Context: an optimization exercise on an open-source flow, tuned for small area, a short achievable clock period and few clock cycles per item. The choices shown serve that exercise and are no tape-out recipe.
Where RTL was checked, it was by simulation tests only, not by an equivalence proof against the original.
No functional check of the RTL was part of run 2.
Power is estimated from default activity; no workload was simulated.

==> flow/design.v (outline; a module is shown in full before it is edited, if it fits) <==
// module accumulator_multiplier: 2398 lines
module accumulator_multiplier
(
    input logic clock, reset,
    input logic [31:0] multiplicand, multiplier,
    output logic [63:0] out,
    output logic done
);
  // ...
==> flow/flow/run.sh <==
#!/bin/bash
# Own layout flow: the standard flow (standard.sh) with two changes.
# 1. Yosys's generic "abc -fast" pre-mapping inside synth is skipped (synth -noabc).
#    It scrambles the full-adder structure of the multiplier tree, so extract_fa then
#    maps the adders with an inverter on nearly every pin. The final ABC mapping and
#    the register set are the standard synthesis's.
# 2. The port buffers are buf_1 cells instead of the slow clkdlybuf4s50_1 that
#    buffer_ports picks by default; every port still gets its buffer.
set -euo pipefail
cd "$(dirname "$0")/.."
sed '1s/-noshare/-noshare -noabc/' synth_recipe.tcl > flow_synth.tcl
sed 's#/synth_recipe\.tcl#/flow_synth.tcl#g' standard.sh > flow_standard.sh
grep -q flow_synth.tcl flow_standard.sh
EXTRA=(BUFFER_PORTS_ARGS="-buffer_cell sky130_fd_sc_hd__buf_1")
bash flow_standard.sh "${EXTRA[@]}" synth > flow_synth.log 2>&1
bash flow_standard.sh "${EXTRA[@]}" finish > flow_layout.log 2>&1
test -s out/final.def
==> flow/standard.sh <==
#!/bin/bash
# synth_recipe.tcl (not shown) runs the flow's synth.tcl, then flattens the netlist and writes it again
# the make line also repeats each setting of config.mk as NAME=value (left out here)
make -C /OpenROAD-flow-scripts/flow DESIGN_CONFIG=/design/flow/config.mk WORK_HOME=/design/flow/orfs CLKGATE_MAP_FILE= SYNTH_SCRIPT=/design/flow/synth_recipe.tcl "${@:-finish}"
==> flow/config.mk <==
export PLATFORM = sky130hd
export DESIGN_NAME = accumulator_multiplier
export DESIGN_NICKNAME = accumulator_multiplier
export VERILOG_FILES = /design/flow/design.v
export SDC_FILE = /design/flow/constraint.sdc
export NUM_CORES = 4
export LEC_CHECK = 0
export ABC_AREA = 1
export CAP_MARGIN = 20
export CORE_MARGIN = 2
export CORE_UTILIZATION = 60
export SETUP_SLACK_MARGIN = 1.45
export SLEW_MARGIN = 20
==> flow/constraint.sdc <==
create_clock -name core_clock -period 6.0 [get_ports {clock}]
set_input_delay 1.2000 -clock core_clock [delete_from_list [all_inputs] [get_ports {clock}]]
set_output_delay 1.2000 -clock core_clock [all_outputs]
set_load 0.01 [all_outputs]
==> summary.txt, run 1 <==
Most common cell after layout, fill and taps aside: xor2_1
Compound-cell area share of the yosys netlist: 0.1369
Final Util: 0.6708
CTS tree: built
Switching power share of the total: 0.4996
Actual slew at the worst max-slew pin: 1121 ps
CTS Hold Bufs: 0
Post-DP HPWL: 60.65 mm
Layer with the highest usage: met2
GR Util met1: 0.5572
Cell area after placement: 26300 µm²
Sinks on Clock Net: 137
Final slew viol count: 0
Min Tclk post-route: 4575 ps
Largest family of logic cells by synthesized area: adder cells
Post-synthesis xor/xnor area fraction: 0.1883
NumNets Final: 3237
Post-CTS Resized: 69
WHS: 1023 ps
Share of the synthesized area in the top cell type: 0.3895
Synth cell types: 34
Area of the multi-input gates: 21300 µm²
Routed wire per std cell: 28.29 µm
Worst Setup Start Kind: flop
Top cells by count, synth: xor2_1 (546), fa_1 (497), o22ai_1 (496)
TritonCTS Buffers: 17
Post-synthesis mux area share: 0
Status: complete, no violations
# IOs: 131
Seq/Total Area, Yosys: 0.1074
#FFs+latches synth: 137
FFs w/ async S/R, synth: 0
Critical Path Sink Type: output pin
Multi-input combinational area share: 0.7570
Top power group: combinational logic
Testbench counts, summed over its fixed seeds: cycles 4,800, items 2,400.
==> run 2, diff against run 1 <==
--- a/flow/design.v
+++ b/flow/design.v
@@ -2146,253 +2146,397 @@
 wire cpa_G29 = cpa_g57 | (cpa_p57 & cpa_g56);
 wire cpa_P29 = cpa_p57 & cpa_p56;
 wire cpa_G30 = cpa_g59 | (cpa_p59 & cpa_g58);
 wire cpa_P30 = cpa_p59 & cpa_p58;
 wire cpa_G31 = cpa_g61 | (cpa_p61 & cpa_g60);
 wire cpa_P31 = cpa_p61 & cpa_p60;
 wire cpa_G32 = cpa_g63 | (cpa_p63 & cpa_g62);
 wire cpa_P32 = cpa_p63 & cpa_p62;
-wire cpa_G33 = cpa_G2 | (cpa_P2 & cpa_G1);
-wire cpa_P33 = cpa_P2 & cpa_P1;
-wire cpa_G34 = cpa_G4 | (cpa_P4 & cpa_G3);
-wire cpa_P34 = cpa_P4 & cpa_P3;
-wire cpa_G35 = cpa_G6 | (cpa_P6 & cpa_G5);
-wire cpa_P35 = cpa_P6 & cpa_P5;
-wire cpa_G36 = cpa_G8 | (cpa_P8 & cpa_G7);
-wire cpa_P36 = cpa_P8 & cpa_P7;
-wire cpa_G37 = cpa_G10 | (cpa_P10 & cpa_G9);
-wire cpa_P37 = cpa_P10 & cpa_P9;
-wire cpa_G38 = cpa_G12 | (cpa_P12 & cpa_G11);
-wire cpa_P38 = cpa_P12 & cpa_P11;
-wire cpa_G39 = cpa_G14 | (cpa_P14 & cpa_G13);
-wire cpa_P39 = cpa_P14 & cpa_P13;
-wire cpa_G40 = cpa_G16 | (cpa_P16 & cpa_G15);
-wire cpa_P40 = cpa_P16 & cpa_P15;
-wire cpa_G41 = cpa_G18 | (cpa_P18 & cpa_G17);
-wire cpa_P41 = cpa_P18 & cpa_P17;
-wire cpa_G42 = cpa_G20 | (cpa_P20 & cpa_G19);
-wire cpa_P42 = cpa_P20 & cpa_P19;
-wire cpa_G43 = cpa_G22 | (cpa_P22 & cpa_G21);
-wire cpa_P43 = cpa_P22 & cpa_P21;
-wire cpa_G44 = cpa_G24 | (cpa_P24 & cpa_G23);
-wire cpa_P44 = cpa_P24 & cpa_P23;
-wire cpa_G45 = cpa_G26 | (cpa_P26 & cpa_G25);
-wire cpa_P45 = cpa_P26 & cpa_P25;
-wire cpa_G46 = cpa_G28 | (cpa_P28 & cpa_G27);
-wire cpa_P46 = cpa_P28 & cpa_P27;
-wire cpa_G47 = cpa_G30 | (cpa_P30 & cpa_G29);
-wire cpa_P47 = cpa_P30 & cpa_P29;
-wire cpa_G48 = cpa_G32 | (cpa_P32 & cpa_G31);
-wire cpa_P48 = cpa_P32 & cpa_P31;
-wire cpa_G49 = cpa_G34 | (cpa_P34 & cpa_G33);
-wire cpa_P49 = cpa_P34 & cpa_P33;
-wire cpa_G50 = cpa_G36 | (cpa_P36 & cpa_G35);
-wire cpa_P50 = cpa_P36 & cpa_P35;
-wire cpa_G51 = cpa_G38 | (cpa_P38 & cpa_G37);
-wire cpa_P51 = cpa_P38 & cpa_P37;
-wire cpa_G52 = cpa_G40 | (cpa_P40 & cpa_G39);
-wire cpa_P52 = cpa_P40 & cpa_P39;
-wire cpa_G53 = cpa_G42 | (cpa_P42 & cpa_G41);
-wire cpa_P53 = cpa_P42 & cpa_P41;
-wire cpa_G54 = cpa_G44 | (cpa_P44 & cpa_G43);
-wire cpa_P54 = cpa_P44 & cpa_P43;
-wire cpa_G55 = cpa_G46 | (cpa_P46 & cpa_G45);
-wire cpa_P55 = cpa_P46 & cpa_P45;
-wire cpa_G56 = cpa_G48 | (cpa_P48 & cpa_G47);
-wire cpa_P56 = cpa_P48 & cpa_P47;
-wire cpa_G57 = cpa_G50 | (cpa_P50 & cpa_G49);
-wire cpa_P57 = cpa_P50 & cpa_P49;
-wire cpa_G58 = cpa_G52 | (cpa_P52 & cpa_G51);
-wire cpa_P58 = cpa_P52 & cpa_P51;
-wire cpa_G59 = cpa_G54 | (cpa_P54 & cpa_G53);
-wire cpa_P59 = cpa_P54 & cpa_P53;
-wire cpa_G60 = cpa_G56 | (cpa_P56 & cpa_G55);
-wire cpa_P60 = cpa_P56 & cpa_P55;
-wire cpa_G61 = cpa_G58 | (cpa_P58 & cpa_G57);
-wire cpa_P61 = cpa_P58 & cpa_P57;
-wire cpa_G62 = cpa_G60 | (cpa_P60 & cpa_G59);
-wire cpa_P62 = cpa_P60 & cpa_P59;
-wire cpa_G63 = cpa_G62 | (cpa_P62 & cpa_G61);
-wire cpa_P63 = cpa_P62 & cpa_P61;
-wire cpa_G64 = cpa_G59 | (cpa_P59 & cpa_G61);
-wire cpa_P64 = cpa_P59 & cpa_P61;
-wire cpa_G65 = cpa_G51 | (cpa_P51 & cpa_G57);
-wire cpa_P65 = cpa_P51 & cpa_P57;
-wire cpa_G66 = cpa_G53 | (cpa_P53 & cpa_G61);
-wire cpa_P66 = cpa_P53 & cpa_P61;
-wire cpa_G67 = cpa_G55 | (cpa_P55 & cpa_G64);
-wire cpa_P67 = cpa_P55 & cpa_P64;
-wire cpa_G68 = cpa_G35 | (cpa_P35 & cpa_G49);
-wire cpa_P68 = cpa_P35 & cpa_P49;
-wire cpa_G69 = cpa_G37 | (cpa_P37 & cpa_G57);
-wire cpa_P69 = cpa_P37 & cpa_P57;
-wire cpa_G70 = cpa_G39 | (cpa_P39 & cpa_G65);
-wire cpa_P70 = cpa_P39 & cpa_P65;
-wire cpa_G71 = cpa_G41 | (cpa_P41 & cpa_G61);
-wire cpa_P71 = cpa_P41 & cpa_P61;
-wire cpa_G72 = cpa_G43 | (cpa_P43 & cpa_G66);
-wire cpa_P72 = cpa_P43 & cpa_P66;
-wire cpa_G73 = cpa_G45 | (cpa_P45 & cpa_G64);
-wire cpa_P73 = cpa_P45 & cpa_P64;
-wire cpa_G74 = cpa_G47 | (cpa_P47 & cpa_G67);
-wire cpa_P74 = cpa_P47 & cpa_P67;
-wire cpa_G75 = cpa_G3 | (cpa_P3 & cpa_G33);
-wire cpa_P75 = cpa_P3 & cpa_P33;
-wire cpa_G76 = cpa_G5 | (cpa_P5 & cpa_G49);
-wire cpa_P76 = cpa_P5 & cpa_P49;
-wire cpa_G77 = cpa_G7 | (cpa_P7 & cpa_G68);
-wire cpa_P77 = cpa_P7 & cpa_P68;
-wire cpa_G78 = cpa_G9 | (cpa_P9 & cpa_G57);
-wire cpa_P78 = cpa_P9 & cpa_P57;
-wire cpa_G79 = cpa_G11 | (cpa_P11 & cpa_G69);
-wire cpa_P79 = cpa_P11 & cpa_P69;
-wire cpa_G80 = cpa_G13 | (cpa_P13 & cpa_G65);
-wire cpa_P80 = cpa_P13 & cpa_P65;
-wire cpa_G81 = cpa_G15 | (cpa_P15 & cpa_G70);
-wire cpa_P81 = cpa_P15 & cpa_P70;
-wire cpa_G82 = cpa_G17 | (cpa_P17 & cpa_G61);
-wire cpa_P82 = cpa_P17 & cpa_P61;
-wire cpa_G83 = cpa_G19 | (cpa_P19 & cpa_G71);
-wire cpa_P83 = cpa_P19 & cpa_P71;
-wire cpa_G84 = cpa_G21 | (cpa_P21 & cpa_G66);
-wire cpa_P84 = cpa_P21 & cpa_P66;
-wire cpa_G85 = cpa_G23 | (cpa_P23 & cpa_G72);
-wire cpa_P85 = cpa_P23 & cpa_P72;
-wire cpa_G86 = cpa_G25 | (cpa_P25 & cpa_G64);
-wire cpa_P86 = cpa_P25 & cpa_P64;
-wire cpa_G87 = cpa_G27 | (cpa_P27 & cpa_G73);
-wire cpa_P87 = cpa_P27 & cpa_P73;
-wire cpa_G88 = cpa_G29 | (cpa_P29 & cpa_G67);
-wire cpa_P88 = cpa_P29 & cpa_P67;
-wire cpa_G89 = cpa_G31 | (cpa_P31 & cpa_G74);
-wire cpa_P89 = cpa_P31 & cpa_P74;
-wire cpa_G90 = cpa_g2 | (cpa_p2 & cpa_G1);
-wire cpa_P90 = cpa_p2 & cpa_P1;
-wire cpa_G91 = cpa_g4 | (cpa_p4 & cpa_G33);
-wire cpa_P91 = cpa_p4 & cpa_P33;
-wire cpa_G92 = cpa_g6 | (cpa_p6 & cpa_G75);
-wire cpa_P92 = cpa_p6 & cpa_P75;
-wire cpa_G93 = cpa_g8 | (cpa_p8 & cpa_G49);
-wire cpa_P93 = cpa_p8 & cpa_P49;
-wire cpa_G94 = cpa_g10 | (cpa_p10 & cpa_G76);
-wire cpa_P94 = cpa_p10 & cpa_P76;
-wire cpa_G95 = cpa_g12 | (cpa_p12 & cpa_G68);
-wire cpa_P95 = cpa_p12 & cpa_P68;
-wire cpa_G96 = cpa_g14 | (cpa_p14 & cpa_G77);
-wire cpa_P96 = cpa_p14 & cpa_P77;
-wire cpa_G97 = cpa_g16 | (cpa_p16 & cpa_G57);
-wire cpa_P97 = cpa_p16 & cpa_P57;
-wire cpa_G98 = cpa_g18 | (cpa_p18 & cpa_G78);
-wire cpa_P98 = cpa_p18 & cpa_P78;
-wire cpa_G99 = cpa_g20 | (cpa_p20 & cpa_G69);
-wire cpa_P99 = cpa_p20 & cpa_P69;
-wire cpa_G100 = cpa_g22 | (cpa_p22 & cpa_G79);
-wire cpa_P100 = cpa_p22 & cpa_P79;
-wire cpa_G101 = cpa_g24 | (cpa_p24 & cpa_G65);
-wire cpa_P101 = cpa_p24 & cpa_P65;
-wire cpa_G102 = cpa_g26 | (cpa_p26 & cpa_G80);
-wire cpa_P102 = cpa_p26 & cpa_P80;
-wire cpa_G103 = cpa_g28 | (cpa_p28 & cpa_G70);
-wire cpa_P103 = cpa_p28 & cpa_P70;
-wire cpa_G104 = cpa_g30 | (cpa_p30 & cpa_G81);
-wire cpa_P104 = cpa_p30 & cpa_P81;
-wire cpa_G105 = cpa_g32 | (cpa_p32 & cpa_G61);
-wire cpa_P105 = cpa_p32 & cpa_P61;
-wire cpa_G106 = cpa_g34 | (cpa_p34 & cpa_G82);
-wire cpa_P106 = cpa_p34 & cpa_P82;
-wire cpa_G107 = cpa_g36 | (cpa_p36 & cpa_G71);
-wire cpa_P107 = cpa_p36 & cpa_P71;
-wire cpa_G108 = cpa_g38 | (cpa_p38 & cpa_G83);
-wire cpa_P108 = cpa_p38 & cpa_P83;
-wire cpa_G109 = cpa_g40 | (cpa_p40 & cpa_G66);
-wire cpa_P109 = cpa_p40 & cpa_P66;
-wire cpa_G110 = cpa_g42 | (cpa_p42 & cpa_G84);
-wire cpa_P110 = cpa_p42 & cpa_P84;
-wire cpa_G111 = cpa_g44 | (cpa_p44 & cpa_G72);
-wire cpa_P111 = cpa_p44 & cpa_P72;
-wire cpa_G112 = cpa_g46 | (cpa_p46 & cpa_G85);
-wire cpa_P112 = cpa_p46 & cpa_P85;
-wire cpa_G113 = cpa_g48 | (cpa_p48 & cpa_G64);
-wire cpa_P113 = cpa_p48 & cpa_P64;
-wire cpa_G114 = cpa_g50 | (cpa_p50 & cpa_G86);
-wire cpa_P114 = cpa_p50 & cpa_P86;
-wire cpa_G115 = cpa_g52 | (cpa_p52 & cpa_G73);
-wire cpa_P115 = cpa_p52 & cpa_P73;
-wire cpa_G116 = cpa_g54 | (cpa_p54 & cpa_G87);
-wire cpa_P116 = cpa_p54 & cpa_P87;
-wire cpa_G117 = cpa_g56 | (cpa_p56 & cpa_G67);
-wire cpa_P117 = cpa_p56 & cpa_P67;
-wire cpa_G118 = cpa_g58 | (cpa_p58 & cpa_G88);
-wire cpa_P118 = cpa_p58 & cpa_P88;
-wire cpa_G119 = cpa_g60 | (cpa_p60 & cpa_G74);
-wire cpa_P119 = cpa_p60 & cpa_P74;
-wire cpa_G120 = cpa_g62 | (cpa_p62 & cpa_G89);
-wire cpa_P120 = cpa_p62 & cpa_P89;
+wire cpa_G33 = cpa_g2 | (cpa_p2 & cpa_G1);
+wire cpa_P33 = cpa_p2 & cpa_P1;
+wire cpa_G34 = cpa_G2 | (cpa_P2 & cpa_G1);
+wire cpa_P34 = cpa_P2 & cpa_P1;
+wire cpa_G35 = cpa_g6 | (cpa_p6 & cpa_G3);
+wire cpa_P35 = cpa_p6 & cpa_P3;
+wire cpa_G36 = cpa_G4 | (cpa_P4 & cpa_G3);
+wire cpa_P36 = cpa_P4 & cpa_P3;
+wire cpa_G37 = cpa_g10 | (cpa_p10 & cpa_G5);
+wire cpa_P37 = cpa_p10 & cpa_P5;
+wire cpa_G38 = cpa_G6 | (cpa_P6 & cpa_G5);
+wire cpa_P38 = cpa_P6 & cpa_P5;
+wire cpa_G39 = cpa_g14 | (cpa_p14 & cpa_G7);
+wire cpa_P39 = cpa_p14 & cpa_P7;
+wire cpa_G40 = cpa_G8 | (cpa_P8 & cpa_G7);
+wire cpa_P40 = cpa_P8 & cpa_P7;
+wire cpa_G41 = cpa_g18 | (cpa_p18 & cpa_G9);
+wire cpa_P41 = cpa_p18 & cpa_P9;
+wire cpa_G42 = cpa_G10 | (cpa_P10 & cpa_G9);
+wire cpa_P42 = cpa_P10 & cpa_P9;
+wire cpa_G43 = cpa_g22 | (cpa_p22 & cpa_G11);
+wire cpa_P43 = cpa_p22 & cpa_P11;
+wire cpa_G44 = cpa_G12 | (cpa_P12 & cpa_G11);
+wire cpa_P44 = cpa_P12 & cpa_P11;
+wire cpa_G45 = cpa_g26 | (cpa_p26 & cpa_G13);
+wire cpa_P45 = cpa_p26 & cpa_P13;
+wire cpa_G46 = cpa_G14 | (cpa_P14 & cpa_G13);
+wire cpa_P46 = cpa_P14 & cpa_P13;
+wire cpa_G47 = cpa_g30 | (cpa_p30 & cpa_G15);
+wire cpa_P47 = cpa_p30 & cpa_P15;
+wire cpa_G48 = cpa_G16 | (cpa_P16 & cpa_G15);
+wire cpa_P48 = cpa_P16 & cpa_P15;
+wire cpa_G49 = cpa_g34 | (cpa_p34 & cpa_G17);
+wire cpa_P49 = cpa_p34 & cpa_P17;
+wire cpa_G50 = cpa_G18 | (cpa_P18 & cpa_G17);
+wire cpa_P50 = cpa_P18 & cpa_P17;
+wire cpa_G51 = cpa_g38 | (cpa_p38 & cpa_G19);
+wire cpa_P51 = cpa_p38 & cpa_P19;
+wire cpa_G52 = cpa_G20 | (cpa_P20 & cpa_G19);
+wire cpa_P52 = cpa_P20 & cpa_P19;
+wire cpa_G53 = cpa_g42 | (cpa_p42 & cpa_G21);
+wire cpa_P53 = cpa_p42 & cpa_P21;
+wire cpa_G54 = cpa_G22 | (cpa_P22 & cpa_G21);
+wire cpa_P54 = cpa_P22 & cpa_P21;
+wire cpa_G55 = cpa_g46 | (cpa_p46 & cpa_G23);
+wire cpa_P55 = cpa_p46 & cpa_P23;
+wire cpa_G56 = cpa_G24 | (cpa_P24 & cpa_G23);
+wire cpa_P56 = cpa_P24 & cpa_P23;
+wire cpa_G57 = cpa_g50 | (cpa_p50 & cpa_G25);
+wire cpa_P57 = cpa_p50 & cpa_P25;
+wire cpa_G58 = cpa_G26 | (cpa_P26 & cpa_G25);
+wire cpa_P58 = cpa_P26 & cpa_P25;
+wire cpa_G59 = cpa_g54 | (cpa_p54 & cpa_G27);
+wire cpa_P59 = cpa_p54 & cpa_P27;
+wire cpa_G60 = cpa_G28 | (cpa_P28 & cpa_G27);
+wire cpa_P60 = cpa_P28 & cpa_P27;
+wire cpa_G61 = cpa_g58 | (cpa_p58 & cpa_G29);
+wire cpa_P61 = cpa_p58 & cpa_P29;
+wire cpa_G62 = cpa_G30 | (cpa_P30 & cpa_G29);
+wire cpa_P62 = cpa_P30 & cpa_P29;
+wire cpa_G63 = cpa_g62 | (cpa_p62 & cpa_G31);
+wire cpa_P63 = cpa_p62 & cpa_P31;
+wire cpa_G64 = cpa_G32 | (cpa_P32 & cpa_G31);
+wire cpa_P64 = cpa_P32 & cpa_P31;
+wire cpa_G65 = cpa_g4 | (cpa_p4 & cpa_G34);
+wire cpa_P65 = cpa_p4 & cpa_P34;
+wire cpa_G66 = cpa_G3 | (cpa_P3 & cpa_G34);
+wire cpa_P66 = cpa_P3 & cpa_P34;
+wire cpa_G67 = cpa_G35 | (cpa_P35 & cpa_G34);
+wire cpa_P67 = cpa_P35 & cpa_P34;
+wire cpa_G68 = cpa_G36 | (cpa_P36 & cpa_G34);
+wire cpa_P68 = cpa_P36 & cpa_P34;
+wire cpa_G69 = cpa_g12 | (cpa_p12 & cpa_G38);
+wire cpa_P69 = cpa_p12 & cpa_P38;
+wire cpa_G70 = cpa_G7 | (cpa_P7 & cpa_G38);
+wire cpa_P70 = cpa_P7 & cpa_P38;
+wire cpa_G71 = cpa_G39 | (cpa_P39 & cpa_G38);
+wire cpa_P71 = cpa_P39 & cpa_P38;
+wire cpa_G72 = cpa_G40 | (cpa_P40 & cpa_G38);
+wire cpa_P72 = cpa_P40 & cpa_P38;
+wire cpa_G73 = cpa_g20 | (cpa_p20 & cpa_G42);
+wire cpa_P73 = cpa_p20 & cpa_P42;
+wire cpa_G74 = cpa_G11 | (cpa_P11 & cpa_G42);
+wire cpa_P74 = cpa_P11 & cpa_P42;
+wire cpa_G75 = cpa_G43 | (cpa_P43 & cpa_G42);
+wire cpa_P75 = cpa_P43 & cpa_P42;
+wire cpa_G76 = cpa_G44 | (cpa_P44 & cpa_G42);
+wire cpa_P76 = cpa_P44 & cpa_P42;
+wire cpa_G77 = cpa_g28 | (cpa_p28 & cpa_G46);
+wire cpa_P77 = cpa_p28 & cpa_P46;
+wire cpa_G78 = cpa_G15 | (cpa_P15 & cpa_G46);
+wire cpa_P78 = cpa_P15 & cpa_P46;
+wire cpa_G79 = cpa_G47 | (cpa_P47 & cpa_G46);
+wire cpa_P79 = cpa_P47 & cpa_P46;
+wire cpa_G80 = cpa_G48 | (cpa_P48 & cpa_G46);
+wire cpa_P80 = cpa_P48 & cpa_P46;
+wire cpa_G81 = cpa_g36 | (cpa_p36 & cpa_G50);
+wire cpa_P81 = cpa_p36 & cpa_P50;
+wire cpa_G82 = cpa_G19 | (cpa_P19 & cpa_G50);
+wire cpa_P82 = cpa_P19 & cpa_P50;
+wire cpa_G83 = cpa_G51 | (cpa_P51 & cpa_G50);
+wire cpa_P83 = cpa_P51 & cpa_P50;
+wire cpa_G84 = cpa_G52 | (cpa_P52 & cpa_G50);
+wire cpa_P84 = cpa_P52 & cpa_P50;
+wire cpa_G85 = cpa_g44 | (cpa_p44 & cpa_G54);
+wire cpa_P85 = cpa_p44 & cpa_P54;
+wire cpa_G86 = cpa_G23 | (cpa_P23 & cpa_G54);
+wire cpa_P86 = cpa_P23 & cpa_P54;
+wire cpa_G87 = cpa_G55 | (cpa_P55 & cpa_G54);
+wire cpa_P87 = cpa_P55 & cpa_P54;
+wire cpa_G88 = cpa_G56 | (cpa_P56 & cpa_G54);
+wire cpa_P88 = cpa_P56 & cpa_P54;
+wire cpa_G89 = cpa_g52 | (cpa_p52 & cpa_G58);
+wire cpa_P89 = cpa_p52 & cpa_P58;
+wire cpa_G90 = cpa_G27 | (cpa_P27 & cpa_G58);
+wire cpa_P90 = cpa_P27 & cpa_P58;
+wire cpa_G91 = cpa_G59 | (cpa_P59 & cpa_G58);
+wire cpa_P91 = cpa_P59 & cpa_P58;
+wire cpa_G92 = cpa_G60 | (cpa_P60 & cpa_G58);
+wire cpa_P92 = cpa_P60 & cpa_P58;
+wire cpa_G93 = cpa_g60 | (cpa_p60 & cpa_G62);
+wire cpa_P93 = cpa_p60 & cpa_P62;
+wire cpa_G94 = cpa_G31 | (cpa_P31 & cpa_G62);
+wire cpa_P94 = cpa_P31 & cpa_P62;
+wire cpa_G95 = cpa_G63 | (cpa_P63 & cpa_G62);
+wire cpa_P95 = cpa_P63 & cpa_P62;
+wire cpa_G96 = cpa_G64 | (cpa_P64 & cpa_G62);
+wire cpa_P96 = cpa_P64 & cpa_P62;
+wire cpa_G97 = cpa_g8 | (cpa_p8 & cpa_G68);
+wire cpa_P97 = cpa_p8 & cpa_P68;
+wire cpa_G98 = cpa_G5 | (cpa_P5 & cpa_G68);
+wire cpa_P98 = cpa_P5 & cpa_P68;
+wire cpa_G99 = cpa_G37 | (cpa_P37 & cpa_G68);
+wire cpa_P99 = cpa_P37 & cpa_P68;
+wire cpa_G100 = cpa_G38 | (cpa_P38 & cpa_G68);
+wire cpa_P100 = cpa_P38 & cpa_P68;
+wire cpa_G101 = cpa_G69 | (cpa_P69 & cpa_G68);
+wire cpa_P101 = cpa_P69 & cpa_P68;
+wire cpa_G102 = cpa_G70 | (cpa_P70 & cpa_G68);
+wire cpa_P102 = cpa_P70 & cpa_P68;
+wire cpa_G103 = cpa_G71 | (cpa_P71 & cpa_G68);
+wire cpa_P103 = cpa_P71 & cpa_P68;
+wire cpa_G104 = cpa_G72 | (cpa_P72 & cpa_G68);
+wire cpa_P104 = cpa_P72 & cpa_P68;
+wire cpa_G105 = cpa_g24 | (cpa_p24 & cpa_G76);
+wire cpa_P105 = cpa_p24 & cpa_P76;
+wire cpa_G106 = cpa_G13 | (cpa_P13 & cpa_G76);
+wire cpa_P106 = cpa_P13 & cpa_P76;
+wire cpa_G107 = cpa_G45 | (cpa_P45 & cpa_G76);
+wire cpa_P107 = cpa_P45 & cpa_P76;
+wire cpa_G108 = cpa_G46 | (cpa_P46 & cpa_G76);
+wire cpa_P108 = cpa_P46 & cpa_P76;
+wire cpa_G109 = cpa_G77 | (cpa_P77 & cpa_G76);
+wire cpa_P109 = cpa_P77 & cpa_P76;
+wire cpa_G110 = cpa_G78 | (cpa_P78 & cpa_G76);
+wire cpa_P110 = cpa_P78 & cpa_P76;
+wire cpa_G111 = cpa_G79 | (cpa_P79 & cpa_G76);
+wire cpa_P111 = cpa_P79 & cpa_P76;
+wire cpa_G112 = cpa_G80 | (cpa_P80 & cpa_G76);
+wire cpa_P112 = cpa_P80 & cpa_P76;
+wire cpa_G113 = cpa_g40 | (cpa_p40 & cpa_G84);
+wire cpa_P113 = cpa_p40 & cpa_P84;
+wire cpa_G114 = cpa_G21 | (cpa_P21 & cpa_G84);
+wire cpa_P114 = cpa_P21 & cpa_P84;
+wire cpa_G115 = cpa_G53 | (cpa_P53 & cpa_G84);
+wire cpa_P115 = cpa_P53 & cpa_P84;
+wire cpa_G116 = cpa_G54 | (cpa_P54 & cpa_G84);
+wire cpa_P116 = cpa_P54 & cpa_P84;
+wire cpa_G117 = cpa_G85 | (cpa_P85 & cpa_G84);
+wire cpa_P117 = cpa_P85 & cpa_P84;
+wire cpa_G118 = cpa_G86 | (cpa_P86 & cpa_G84);
+wire cpa_P118 = cpa_P86 & cpa_P84;
+wire cpa_G119 = cpa_G87 | (cpa_P87 & cpa_G84);
+wire cpa_P119 = cpa_P87 & cpa_P84;
+wire cpa_G120 = cpa_G88 | (cpa_P88 & cpa_G84);
+wire cpa_P120 = cpa_P88 & cpa_P84;
+wire cpa_G121 = cpa_g56 | (cpa_p56 & cpa_G92);
+wire cpa_P121 = cpa_p56 & cpa_P92;
+wire cpa_G122 = cpa_G29 | (cpa_P29 & cpa_G92);
+wire cpa_P122 = cpa_P29 & cpa_P92;
+wire cpa_G123 = cpa_G61 | (cpa_P61 & cpa_G92);
+wire cpa_P123 = cpa_P61 & cpa_P92;
+wire cpa_G124 = cpa_G62 | (cpa_P62 & cpa_G92);
+wire cpa_P124 = cpa_P62 & cpa_P92;
+wire cpa_G125 = cpa_G93 | (cpa_P93 & cpa_G92);
+wire cpa_P125 = cpa_P93 & cpa_P92;
+wire cpa_G126 = cpa_G94 | (cpa_P94 & cpa_G92);
+wire cpa_P126 = cpa_P94 & cpa_P92;
+wire cpa_G127 = cpa_G95 | (cpa_P95 & cpa_G92);
+wire cpa_P127 = cpa_P95 & cpa_P92;
+wire cpa_G128 = cpa_G96 | (cpa_P96 & cpa_G92);
+wire cpa_P128 = cpa_P96 & cpa_P92;
+wire cpa_G129 = cpa_g16 | (cpa_p16 & cpa_G104);
+wire cpa_P129 = cpa_p16 & cpa_P104;
+wire cpa_G130 = cpa_G9 | (cpa_P9 & cpa_G104);
+wire cpa_P130 = cpa_P9 & cpa_P104;
+wire cpa_G131 = cpa_G41 | (cpa_P41 & cpa_G104);
+wire cpa_P131 = cpa_P41 & cpa_P104;
+wire cpa_G132 = cpa_G42 | (cpa_P42 & cpa_G104);
+wire cpa_P132 = cpa_P42 & cpa_P104;
+wire cpa_G133 = cpa_G73 | (cpa_P73 & cpa_G104);
+wire cpa_P133 = cpa_P73 & cpa_P104;
+wire cpa_G134 = cpa_G74 | (cpa_P74 & cpa_G104);
+wire cpa_P134 = cpa_P74 & cpa_P104;
+wire cpa_G135 = cpa_G75 | (cpa_P75 & cpa_G104);
+wire cpa_P135 = cpa_P75 & cpa_P104;
+wire cpa_G136 = cpa_G76 | (cpa_P76 & cpa_G104);
+wire cpa_P136 = cpa_P76 & cpa_P104;
+wire cpa_G137 = cpa_G105 | (cpa_P105 & cpa_G104);
+wire cpa_P137 = cpa_P105 & cpa_P104;
+wire cpa_G138 = cpa_G106 | (cpa_P106 & cpa_G104);
+wire cpa_P138 = cpa_P106 & cpa_P104;
+wire cpa_G139 = cpa_G107 | (cpa_P107 & cpa_G104);
+wire cpa_P139 = cpa_P107 & cpa_P104;
+wire cpa_G140 = cpa_G108 | (cpa_P108 & cpa_G104);
+wire cpa_P140 = cpa_P108 & cpa_P104;
+wire cpa_G141 = cpa_G109 | (cpa_P109 & cpa_G104);
+wire cpa_P141 = cpa_P109 & cpa_P104;
+wire cpa_G142 = cpa_G110 | (cpa_P110 & cpa_G104);
+wire cpa_P142 = cpa_P110 & cpa_P104;
+wire cpa_G143 = cpa_G111 | (cpa_P111 & cpa_G104);
+wire cpa_P143 = cpa_P111 & cpa_P104;
+wire cpa_G144 = cpa_G112 | (cpa_P112 & cpa_G104);
+wire cpa_P144 = cpa_P112 & cpa_P104;
+wire cpa_G145 = cpa_g48 | (cpa_p48 & cpa_G120);
+wire cpa_P145 = cpa_p48 & cpa_P120;
+wire cpa_G146 = cpa_G25 | (cpa_P25 & cpa_G120);
+wire cpa_P146 = cpa_P25 & cpa_P120;
+wire cpa_G147 = cpa_G57 | (cpa_P57 & cpa_G120);
+wire cpa_P147 = cpa_P57 & cpa_P120;
+wire cpa_G148 = cpa_G58 | (cpa_P58 & cpa_G120);
+wire cpa_P148 = cpa_P58 & cpa_P120;
+wire cpa_G149 = cpa_G89 | (cpa_P89 & cpa_G120);
+wire cpa_P149 = cpa_P89 & cpa_P120;
+wire cpa_G150 = cpa_G90 | (cpa_P90 & cpa_G120);
+wire cpa_P150 = cpa_P90 & cpa_P120;
+wire cpa_G151 = cpa_G91 | (cpa_P91 & cpa_G120);
+wire cpa_P151 = cpa_P91 & cpa_P120;
+wire cpa_G152 = cpa_G92 | (cpa_P92 & cpa_G120);
+wire cpa_P152 = cpa_P92 & cpa_P120;
+wire cpa_G153 = cpa_G121 | (cpa_P121 & cpa_G120);
+wire cpa_P153 = cpa_P121 & cpa_P120;
+wire cpa_G154 = cpa_G122 | (cpa_P122 & cpa_G120);
+wire cpa_P154 = cpa_P122 & cpa_P120;
+wire cpa_G155 = cpa_G123 | (cpa_P123 & cpa_G120);
+wire cpa_P155 = cpa_P123 & cpa_P120;
+wire cpa_G156 = cpa_G124 | (cpa_P124 & cpa_G120);
+wire cpa_P156 = cpa_P124 & cpa_P120;
+wire cpa_G157 = cpa_G125 | (cpa_P125 & cpa_G120);
+wire cpa_P157 = cpa_P125 & cpa_P120;
+wire cpa_G158 = cpa_G126 | (cpa_P126 & cpa_G120);
+wire cpa_P158 = cpa_P126 & cpa_P120;
+wire cpa_G159 = cpa_G127 | (cpa_P127 & cpa_G120);
+wire cpa_P159 = cpa_P127 & cpa_P120;
+wire cpa_G160 = cpa_G128 | (cpa_P128 & cpa_G120);
+wire cpa_P160 = cpa_P128 & cpa_P120;
+wire cpa_G161 = cpa_g32 | (cpa_p32 & cpa_G144);
+wire cpa_P161 = cpa_p32 & cpa_P144;
+wire cpa_G162 = cpa_G17 | (cpa_P17 & cpa_G144);
+wire cpa_P162 = cpa_P17 & cpa_P144;
+wire cpa_G163 = cpa_G49 | (cpa_P49 & cpa_G144);
+wire cpa_P163 = cpa_P49 & cpa_P144;
+wire cpa_G164 = cpa_G50 | (cpa_P50 & cpa_G144);
+wire cpa_P164 = cpa_P50 & cpa_P144;
+wire cpa_G165 = cpa_G81 | (cpa_P81 & cpa_G144);
+wire cpa_P165 = cpa_P81 & cpa_P144;
+wire cpa_G166 = cpa_G82 | (cpa_P82 & cpa_G144);
+wire cpa_P166 = cpa_P82 & cpa_P144;
+wire cpa_G167 = cpa_G83 | (cpa_P83 & cpa_G144);
+wire cpa_P167 = cpa_P83 & cpa_P144;
+wire cpa_G168 = cpa_G84 | (cpa_P84 & cpa_G144);
+wire cpa_P168 = cpa_P84 & cpa_P144;
+wire cpa_G169 = cpa_G113 | (cpa_P113 & cpa_G144);
+wire cpa_P169 = cpa_P113 & cpa_P144;
+wire cpa_G170 = cpa_G114 | (cpa_P114 & cpa_G144);
+wire cpa_P170 = cpa_P114 & cpa_P144;
+wire cpa_G171 = cpa_G115 | (cpa_P115 & cpa_G144);
+wire cpa_P171 = cpa_P115 & cpa_P144;
+wire cpa_G172 = cpa_G116 | (cpa_P116 & cpa_G144);
+wire cpa_P172 = cpa_P116 & cpa_P144;
+wire cpa_G173 = cpa_G117 | (cpa_P117 & cpa_G144);
+wire cpa_P173 = cpa_P117 & cpa_P144;
+wire cpa_G174 = cpa_G118 | (cpa_P118 & cpa_G144);
+wire cpa_P174 = cpa_P118 & cpa_P144;
+wire cpa_G175 = cpa_G119 | (cpa_P119 & cpa_G144);
+wire cpa_P175 = cpa_P119 & cpa_P144;
+wire cpa_G176 = cpa_G120 | (cpa_P120 & cpa_G144);
+wire cpa_P176 = cpa_P120 & cpa_P144;
+wire cpa_G177 = cpa_G145 | (cpa_P145 & cpa_G144);
+wire cpa_P177 = cpa_P145 & cpa_P144;
+wire cpa_G178 = cpa_G146 | (cpa_P146 & cpa_G144);
+wire cpa_P178 = cpa_P146 & cpa_P144;
+wire cpa_G179 = cpa_G147 | (cpa_P147 & cpa_G144);
+wire cpa_P179 = cpa_P147 & cpa_P144;
+wire cpa_G180 = cpa_G148 | (cpa_P148 & cpa_G144);
+wire cpa_P180 = cpa_P148 & cpa_P144;
+wire cpa_G181 = cpa_G149 | (cpa_P149 & cpa_G144);
+wire cpa_P181 = cpa_P149 & cpa_P144;
+wire cpa_G182 = cpa_G150 | (cpa_P150 & cpa_G144);
+wire cpa_P182 = cpa_P150 & cpa_P144;
+wire cpa_G183 = cpa_G151 | (cpa_P151 & cpa_G144);
+wire cpa_P183 = cpa_P151 & cpa_P144;
+wire cpa_G184 = cpa_G152 | (cpa_P152 & cpa_G144);
+wire cpa_P184 = cpa_P152 & cpa_P144;
+wire cpa_G185 = cpa_G153 | (cpa_P153 & cpa_G144);
+wire cpa_P185 = cpa_P153 & cpa_P144;
+wire cpa_G186 = cpa_G154 | (cpa_P154 & cpa_G144);
+wire cpa_P186 = cpa_P154 & cpa_P144;
+wire cpa_G187 = cpa_G155 | (cpa_P155 & cpa_G144);
+wire cpa_P187 = cpa_P155 & cpa_P144;
+wire cpa_G188 = cpa_G156 | (cpa_P156 & cpa_G144);
+wire cpa_P188 = cpa_P156 & cpa_P144;
+wire cpa_G189 = cpa_G157 | (cpa_P157 & cpa_G144);
+wire cpa_P189 = cpa_P157 & cpa_P144;
+wire cpa_G190 = cpa_G158 | (cpa_P158 & cpa_G144);
+wire cpa_P190 = cpa_P158 & cpa_P144;
+wire cpa_G191 = cpa_G159 | (cpa_P159 & cpa_G144);
+wire cpa_P191 = cpa_P159 & cpa_P144;
+wire cpa_G192 = cpa_G160 | (cpa_P160 & cpa_G144);
+wire cpa_P192 = cpa_P160 & cpa_P144;
 wire cpa_s0 = cpa_p0;
 wire cpa_s1 = cpa_p1 ^ cpa_g0;
 wire cpa_s2 = cpa_p2 ^ cpa_G1;
-wire cpa_s3 = cpa_p3 ^ cpa_G90;
-wire cpa_s4 = cpa_p4 ^ cpa_G33;
-wire cpa_s5 = cpa_p5 ^ cpa_G91;
-wire cpa_s6 = cpa_p6 ^ cpa_G75;
-wire cpa_s7 = cpa_p7 ^ cpa_G92;
-wire cpa_s8 = cpa_p8 ^ cpa_G49;
-wire cpa_s9 = cpa_p9 ^ cpa_G93;
-wire cpa_s10 = cpa_p10 ^ cpa_G76;
-wire cpa_s11 = cpa_p11 ^ cpa_G94;
-wire cpa_s12 = cpa_p12 ^ cpa_G68;
-wire cpa_s13 = cpa_p13 ^ cpa_G95;
-wire cpa_s14 = cpa_p14 ^ cpa_G77;
-wire cpa_s15 = cpa_p15 ^ cpa_G96;
-wire cpa_s16 = cpa_p16 ^ cpa_G57;
-wire cpa_s17 = cpa_p17 ^ cpa_G97;
-wire cpa_s18 = cpa_p18 ^ cpa_G78;
-wire cpa_s19 = cpa_p19 ^ cpa_G98;
-wire cpa_s20 = cpa_p20 ^ cpa_G69;
-wire cpa_s21 = cpa_p21 ^ cpa_G99;
-wire cpa_s22 = cpa_p22 ^ cpa_G79;
-wire cpa_s23 = cpa_p23 ^ cpa_G100;
-wire cpa_s24 = cpa_p24 ^ cpa_G65;
-wire cpa_s25 = cpa_p25 ^ cpa_G101;
-wire cpa_s26 = cpa_p26 ^ cpa_G80;
-wire cpa_s27 = cpa_p27 ^ cpa_G102;
-wire cpa_s28 = cpa_p28 ^ cpa_G70;
-wire cpa_s29 = cpa_p29 ^ cpa_G103;
-wire cpa_s30 = cpa_p30 ^ cpa_G81;
-wire cpa_s31 = cpa_p31 ^ cpa_G104;
-wire cpa_s32 = cpa_p32 ^ cpa_G61;
-wire cpa_s33 = cpa_p33 ^ cpa_G105;
-wire cpa_s34 = cpa_p34 ^ cpa_G82;
-wire cpa_s35 = cpa_p35 ^ cpa_G106;
-wire cpa_s36 = cpa_p36 ^ cpa_G71;
-wire cpa_s37 = cpa_p37 ^ cpa_G107;
-wire cpa_s38 = cpa_p38 ^ cpa_G83;
-wire cpa_s39 = cpa_p39 ^ cpa_G108;
-wire cpa_s40 = cpa_p40 ^ cpa_G66;
-wire cpa_s41 = cpa_p41 ^ cpa_G109;
-wire cpa_s42 = cpa_p42 ^ cpa_G84;
-wire cpa_s43 = cpa_p43 ^ cpa_G110;
-wire cpa_s44 = cpa_p44 ^ cpa_G72;
-wire cpa_s45 = cpa_p45 ^ cpa_G111;
-wire cpa_s46 = cpa_p46 ^ cpa_G85;
-wire cpa_s47 = cpa_p47 ^ cpa_G112;
-wire cpa_s48 = cpa_p48 ^ cpa_G64;
-wire cpa_s49 = cpa_p49 ^ cpa_G113;
-wire cpa_s50 = cpa_p50 ^ cpa_G86;
-wire cpa_s51 = cpa_p51 ^ cpa_G114;
-wire cpa_s52 = cpa_p52 ^ cpa_G73;
-wire cpa_s53 = cpa_p53 ^ cpa_G115;
-wire cpa_s54 = cpa_p54 ^ cpa_G87;
-wire cpa_s55 = cpa_p55 ^ cpa_G116;
-wire cpa_s56 = cpa_p56 ^ cpa_G67;
-wire cpa_s57 = cpa_p57 ^ cpa_G117;
-wire cpa_s58 = cpa_p58 ^ cpa_G88;
-wire cpa_s59 = cpa_p59 ^ cpa_G118;
-wire cpa_s60 = cpa_p60 ^ cpa_G74;
-wire cpa_s61 = cpa_p61 ^ cpa_G119;
-wire cpa_s62 = cpa_p62 ^ cpa_G89;
-wire cpa_s63 = cpa_p63 ^ cpa_G120;
+wire cpa_s3 = cpa_p3 ^ cpa_G33;
+wire cpa_s4 = cpa_p4 ^ cpa_G34;
+wire cpa_s5 = cpa_p5 ^ cpa_G65;
+wire cpa_s6 = cpa_p6 ^ cpa_G66;
+wire cpa_s7 = cpa_p7 ^ cpa_G67;
+wire cpa_s8 = cpa_p8 ^ cpa_G68;
+wire cpa_s9 = cpa_p9 ^ cpa_G97;
+wire cpa_s10 = cpa_p10 ^ cpa_G98;
+wire cpa_s11 = cpa_p11 ^ cpa_G99;
+wire cpa_s12 = cpa_p12 ^ cpa_G100;
+wire cpa_s13 = cpa_p13 ^ cpa_G101;
+wire cpa_s14 = cpa_p14 ^ cpa_G102;
+wire cpa_s15 = cpa_p15 ^ cpa_G103;
+wire cpa_s16 = cpa_p16 ^ cpa_G104;
+wire cpa_s17 = cpa_p17 ^ cpa_G129;
+wire cpa_s18 = cpa_p18 ^ cpa_G130;
+wire cpa_s19 = cpa_p19 ^ cpa_G131;
+wire cpa_s20 = cpa_p20 ^ cpa_G132;
+wire cpa_s21 = cpa_p21 ^ cpa_G133;
+wire cpa_s22 = cpa_p22 ^ cpa_G134;
+wire cpa_s23 = cpa_p23 ^ cpa_G135;
+wire cpa_s24 = cpa_p24 ^ cpa_G136;
+wire cpa_s25 = cpa_p25 ^ cpa_G137;
+wire cpa_s26 = cpa_p26 ^ cpa_G138;
+wire cpa_s27 = cpa_p27 ^ cpa_G139;
+wire cpa_s28 = cpa_p28 ^ cpa_G140;
+wire cpa_s29 = cpa_p29 ^ cpa_G141;
+wire cpa_s30 = cpa_p30 ^ cpa_G142;
+wire cpa_s31 = cpa_p31 ^ cpa_G143;
+wire cpa_s32 = cpa_p32 ^ cpa_G144;
+wire cpa_s33 = cpa_p33 ^ cpa_G161;
+wire cpa_s34 = cpa_p34 ^ cpa_G162;
+wire cpa_s35 = cpa_p35 ^ cpa_G163;
+wire cpa_s36 = cpa_p36 ^ cpa_G164;
+wire cpa_s37 = cpa_p37 ^ cpa_G165;
+wire cpa_s38 = cpa_p38 ^ cpa_G166;
+wire cpa_s39 = cpa_p39 ^ cpa_G167;
+wire cpa_s40 = cpa_p40 ^ cpa_G168;
+wire cpa_s41 = cpa_p41 ^ cpa_G169;
+wire cpa_s42 = cpa_p42 ^ cpa_G170;
+wire cpa_s43 = cpa_p43 ^ cpa_G171;
+wire cpa_s44 = cpa_p44 ^ cpa_G172;
+wire cpa_s45 = cpa_p45 ^ cpa_G173;
+wire cpa_s46 = cpa_p46 ^ cpa_G174;
+wire cpa_s47 = cpa_p47 ^ cpa_G175;
+wire cpa_s48 = cpa_p48 ^ cpa_G176;
+wire cpa_s49 = cpa_p49 ^ cpa_G177;
+wire cpa_s50 = cpa_p50 ^ cpa_G178;
+wire cpa_s51 = cpa_p51 ^ cpa_G179;
+wire cpa_s52 = cpa_p52 ^ cpa_G180;
+wire cpa_s53 = cpa_p53 ^ cpa_G181;
+wire cpa_s54 = cpa_p54 ^ cpa_G182;
+wire cpa_s55 = cpa_p55 ^ cpa_G183;
+wire cpa_s56 = cpa_p56 ^ cpa_G184;
+wire cpa_s57 = cpa_p57 ^ cpa_G185;
+wire cpa_s58 = cpa_p58 ^ cpa_G186;
+wire cpa_s59 = cpa_p59 ^ cpa_G187;
+wire cpa_s60 = cpa_p60 ^ cpa_G188;
+wire cpa_s61 = cpa_p61 ^ cpa_G189;
+wire cpa_s62 = cpa_p62 ^ cpa_G190;
+wire cpa_s63 = cpa_p63 ^ cpa_G191;
 assign out = {cpa_s63, cpa_s62, cpa_s61, cpa_s60, cpa_s59, cpa_s58, cpa_s57, cpa_s56, cpa_s55, cpa_s54, cpa_s53, cpa_s52, cpa_s51, cpa_s50, cpa_s49, cpa_s48, cpa_s47, cpa_s46, cpa_s45, cpa_s44, cpa_s43, cpa_s42, cpa_s41, cpa_s40, cpa_s39, cpa_s38, cpa_s37, cpa_s36, cpa_s35, cpa_s34, cpa_s33, cpa_s32, cpa_s31, cpa_s30, cpa_s29, cpa_s28, cpa_s27, cpa_s26, cpa_s25, cpa_s24, cpa_s23, cpa_s22, cpa_s21, cpa_s20, cpa_s19, cpa_s18, cpa_s17, cpa_s16, cpa_s15, cpa_s14, cpa_s13, cpa_s12, cpa_s11, cpa_s10, cpa_s9, cpa_s8, cpa_s7, cpa_s6, cpa_s5, cpa_s4, cpa_s3, cpa_s2, cpa_s1, cpa_s0};
 logic started;
 always_ff @(posedge clock) if (reset) started <= 1'b1;
 assign done = started & ~reset;
 endmodule
==> flow/config.mk (replaced) <==
export PLATFORM = sky130hd
export DESIGN_NAME = accumulator_multiplier
export DESIGN_NICKNAME = accumulator_multiplier
export VERILOG_FILES = /design/flow/design.v
export SDC_FILE = /design/flow/constraint.sdc
export NUM_CORES = 4
export LEC_CHECK = 0
export ABC_AREA = 1
export CAP_MARGIN = 20
export CORE_MARGIN = 2
export CORE_UTILIZATION = 40
export SETUP_SLACK_MARGIN = 1.0
export SLEW_MARGIN = 20
==> run 2 against run 1 <==
Net effect:
- final cell count is 20% higher
- critical path depth is 7 lower
- sequential power hardly changed
- via count is 2.8% higher
- utilization is 24 points lower
- die area is 55% higher
- setup slack worse by 280 ps
- first-iteration DRC count is 3.8% lower
- clock power hardly changed
- total power is 0.48% higher
- global-route usage is 15 points lower
- cell area is 0.27% higher
- critical endpoint is now r_s935$_DFF_P_
==> summary.txt, run 2 <==
NumNets Final: 3505 (+8.3%)
Post-synth top flop: dfxtp_1
Initial antenna violation count: 1
Leak: 12.32 nW
Hold Startpoint: multiplier[0]
Initial Util: 0.4041
Deepest clock path buffer count: 2
Final period util: 0.8089
Routed wire per std cell: 23.33 µm (-18%)
Gr usage total: 0.2603
Most common cell after layout, fill and taps aside: xor2_1
CP required: 6350 ps
Average footprint of a synthesized cell: 9.113 µm²
Share of layout cells above drive strength 1: 0.07810
Initial DRC Count: 2587
Synth warn: 1
Post-CTS Resized: 0 (-100%)
Filler cells: 6391
Status: complete, no violations
Die height: 261.7 µm
Worst setup margin: 1147 ps
Commonest cells after routing, fill and taps aside: xor2_1 (541), o22ai_1 (496), fa_1 (478)
Power Dens Cells: 614.5 nW/µm²
Syn Inst Count: 2915
Data arrival, critical path: 5200 ps
Most common cell in the netlist: xor2_1
Synthesized Nets: 3564
GR Overflow Total: 0
Post-DP HPWL: 63.46 mm (+4.6%)
Min Tclk post-route: 4853 ps (+278.5 ps)
DRT Wirelength: 87.08 mm
Critical path fanouts, max: 20
Grt met2 use: 0.3892
Met3 Use GR: 0.07542
TritonCTS Buffers: 17 (unchanged)
Synth cell types: 36 (+5.9%)
Power Total: 17.34 mW
Hold EP: r_pp_0_0$_DFF_P_
CTS H-tree depth: 4
Dpl ws: 687.1 ps
# rows: 94
Core Area: 65750 µm²
Top cell type by total area after synthesis: fa_1
Largest net degree at the start of global routing: 47
Top cells by count, synth: xor2_1 (541), o22ai_1 (496), fa_1 (478)
CP Class: in2reg
Peak VDD IR: 491.8 µV
RePlAce Congestion: 0.9645
Max Cap Violations: 0
Fmax: 0.2060 GHz
Port-buffer cells: 130
# IOs: 131 (unchanged)
#FFs+latches synth: 137 (unchanged)
Share of the synthesized area in the top cell type: 0.3602 (-0.02933)
RSZ-0062 raised after global routing: no
Via density: 5.763
CTS Hold Bufs: 0 (unchanged)
Worst-path clk slew: 60 ps
Actual slew at the worst max-slew pin: 897.8 ps (-223.5 ps)
Fin. Hold Viols: 0
GR Util met1: 0.3553 (-0.2019)
Max transition margin: 0.4014
Worst Setup Start Kind: input pin
Critical Path Sink Type: flop
Chip Width: 261.7 µm
First-pass GRT wire length: 135.0 mm
Layer with the highest usage: met2
Inserted Diodes: 0
FFs w/ async S/R, synth: 0 (unchanged)
Worst Hold Class: in2reg
Sinks on Clock Net: 137 (unchanged)
Setup bufs post-CTS: 0
First-pass DRT Iterations: 9
Seq/Total Area, Yosys: 0.1032 (-0.004137)
Die Area: 68490 µm²
Area grow syn2layout: 6.203%
# setup viols final: 0
Mapped Area: 26570 µm²
Final slew viol count: 0 (unchanged)
Hold depth: 3
Vias in the first global route: 21973
# DRC: 0
Total Negative Setup Slacks: 0 ps
Via count: 21509
Top post-synthesis cells by area: fa_1 (36%), xor2_1 (18%), o22ai_1 (12%)
Post-synth EDFFs: 0
Root buffer cell: clkbuf_16
CTS tree: built
Antenna viol nets, final: 0
[run 2: cell type report]
| cell class | instances | area [µm²] | area share |
|---|---|---|---|
| clock buffers | 18 | 429.2 | 0.01521 |
| clock inverters | 13 | 153.9 | 0.005455 |
| inverters | 234 | 878.3 | 0.03113 |
| multi-input cells | 2215 | 21430 | 0.7595 |
| flip-flops and latches | 137 | 2743 | 0.09721 |
| well taps | 864 | 1081 | 0.03832 |
| repair buffers | 251 | 1499 | 0.05313 |
[run 2: per-stage QoR]
| step | instance area (µm²) | std cells | hold slack (ps) | util |
|---|---|---|---|---|
| 3_3_place_gp | 27590 | 3700 | 1486 | 0.4196 |
| 3_5_place_dp | 27590 | 3700 | 1477 | 0.4196 |
| 4_1_cts | 28170 | 3731 | 970.0 | 0.4285 |
| 5_1_grt | 28210 | 3732 | 1001 | 0.4291 |
| 2_1_floorplan | 26570 | 2915 | 1228 | - |
| 6_report | 28210 | 3732 | 994.4 | 0.4291 |
[run 2: worst max-delay path by stage]
| stage | start | end |
|---|---|---|
| finish | multiplier[29] | r_s935$_DFF_P_ |
| floorplan | multiplier[3] | r_s905$_DFF_P_ |
| global placement | multiplier[27] | r_s935$_DFF_P_ |
| global route | multiplier[29] | r_s935$_DFF_P_ |
| CTS | r_c888$_DFF_P_ | out[33] |
| detailed placement | multiplier[27] | r_s935$_DFF_P_ |
[run 2: power by group]
part / internal (mW) / switching (mW)
clock network: 0.645 / 0.451
logic: 5.68 / 8.70
registers: 1.64 / 0.222
total: 7.96 / 9.37
[run 2: layer usage]
layer	share of wire	vias up
li1	-	9407
met2	0.44	1343
met1	0.41	10549
met5	0.00010	-
met3	0.11	208
met4	0.039	2
[run 2: kinds of logic after synthesis]
logic type               after synthesis  share of synthesized area
AO/OA/AOI/OAI                        593                     0.1377
XOR/XNOR                             545                     0.1797
adder cells (fa/ha/maj)              583                     0.4097
buffers and inverters                563                    0.09307
flip-flops                           137                     0.1032
AND/OR/NAND/NOR                      494                    0.07668
[run 2: worst max-delay path, stage by stage]
cell and delay, ps:
clkbuf_2 110, inv_1 100, o21ai_2 730, buf_4 410, o22ai_1 120, xor2_1 240
fa_1 460, fa_1 460, fa_1 400, fa_1 540, fa_1 410

separate check: timing with driven ports:
How much do the figures lean on ideal ports? The routed layouts below were timed once more, with nothing changed but the port constraints. Step 1 assumes that a clkbuf_16 drives the clock port and a buf_2 every other input. Step 2 moves the port delays by t, midway between the first and last clock arrival at a register: inputs arrive t later, outputs are due t later. That takes back most of the time a late clock gives input paths. a / b / c = ideal ports / drivers / drivers and shift; a / b = the first two.
| run | t (ns) | setup WS [ns] | worst slew at a driven data input, ns | pins driven straight from the clock port |
|---|---|---|---|---|
| run 1 | 0.546 | 1.425 / 1.366 / 0.876 | 0.13 | 1 |
| run 2 | 0.542 | 1.147 / 1.159 / 0.617 | 0.12 | 1 |
After both steps setup and hold are still met in every run listed. The setup slack of run 1, which loses most, moves by -0.059 ns with the drivers and by -0.549 ns with both steps.
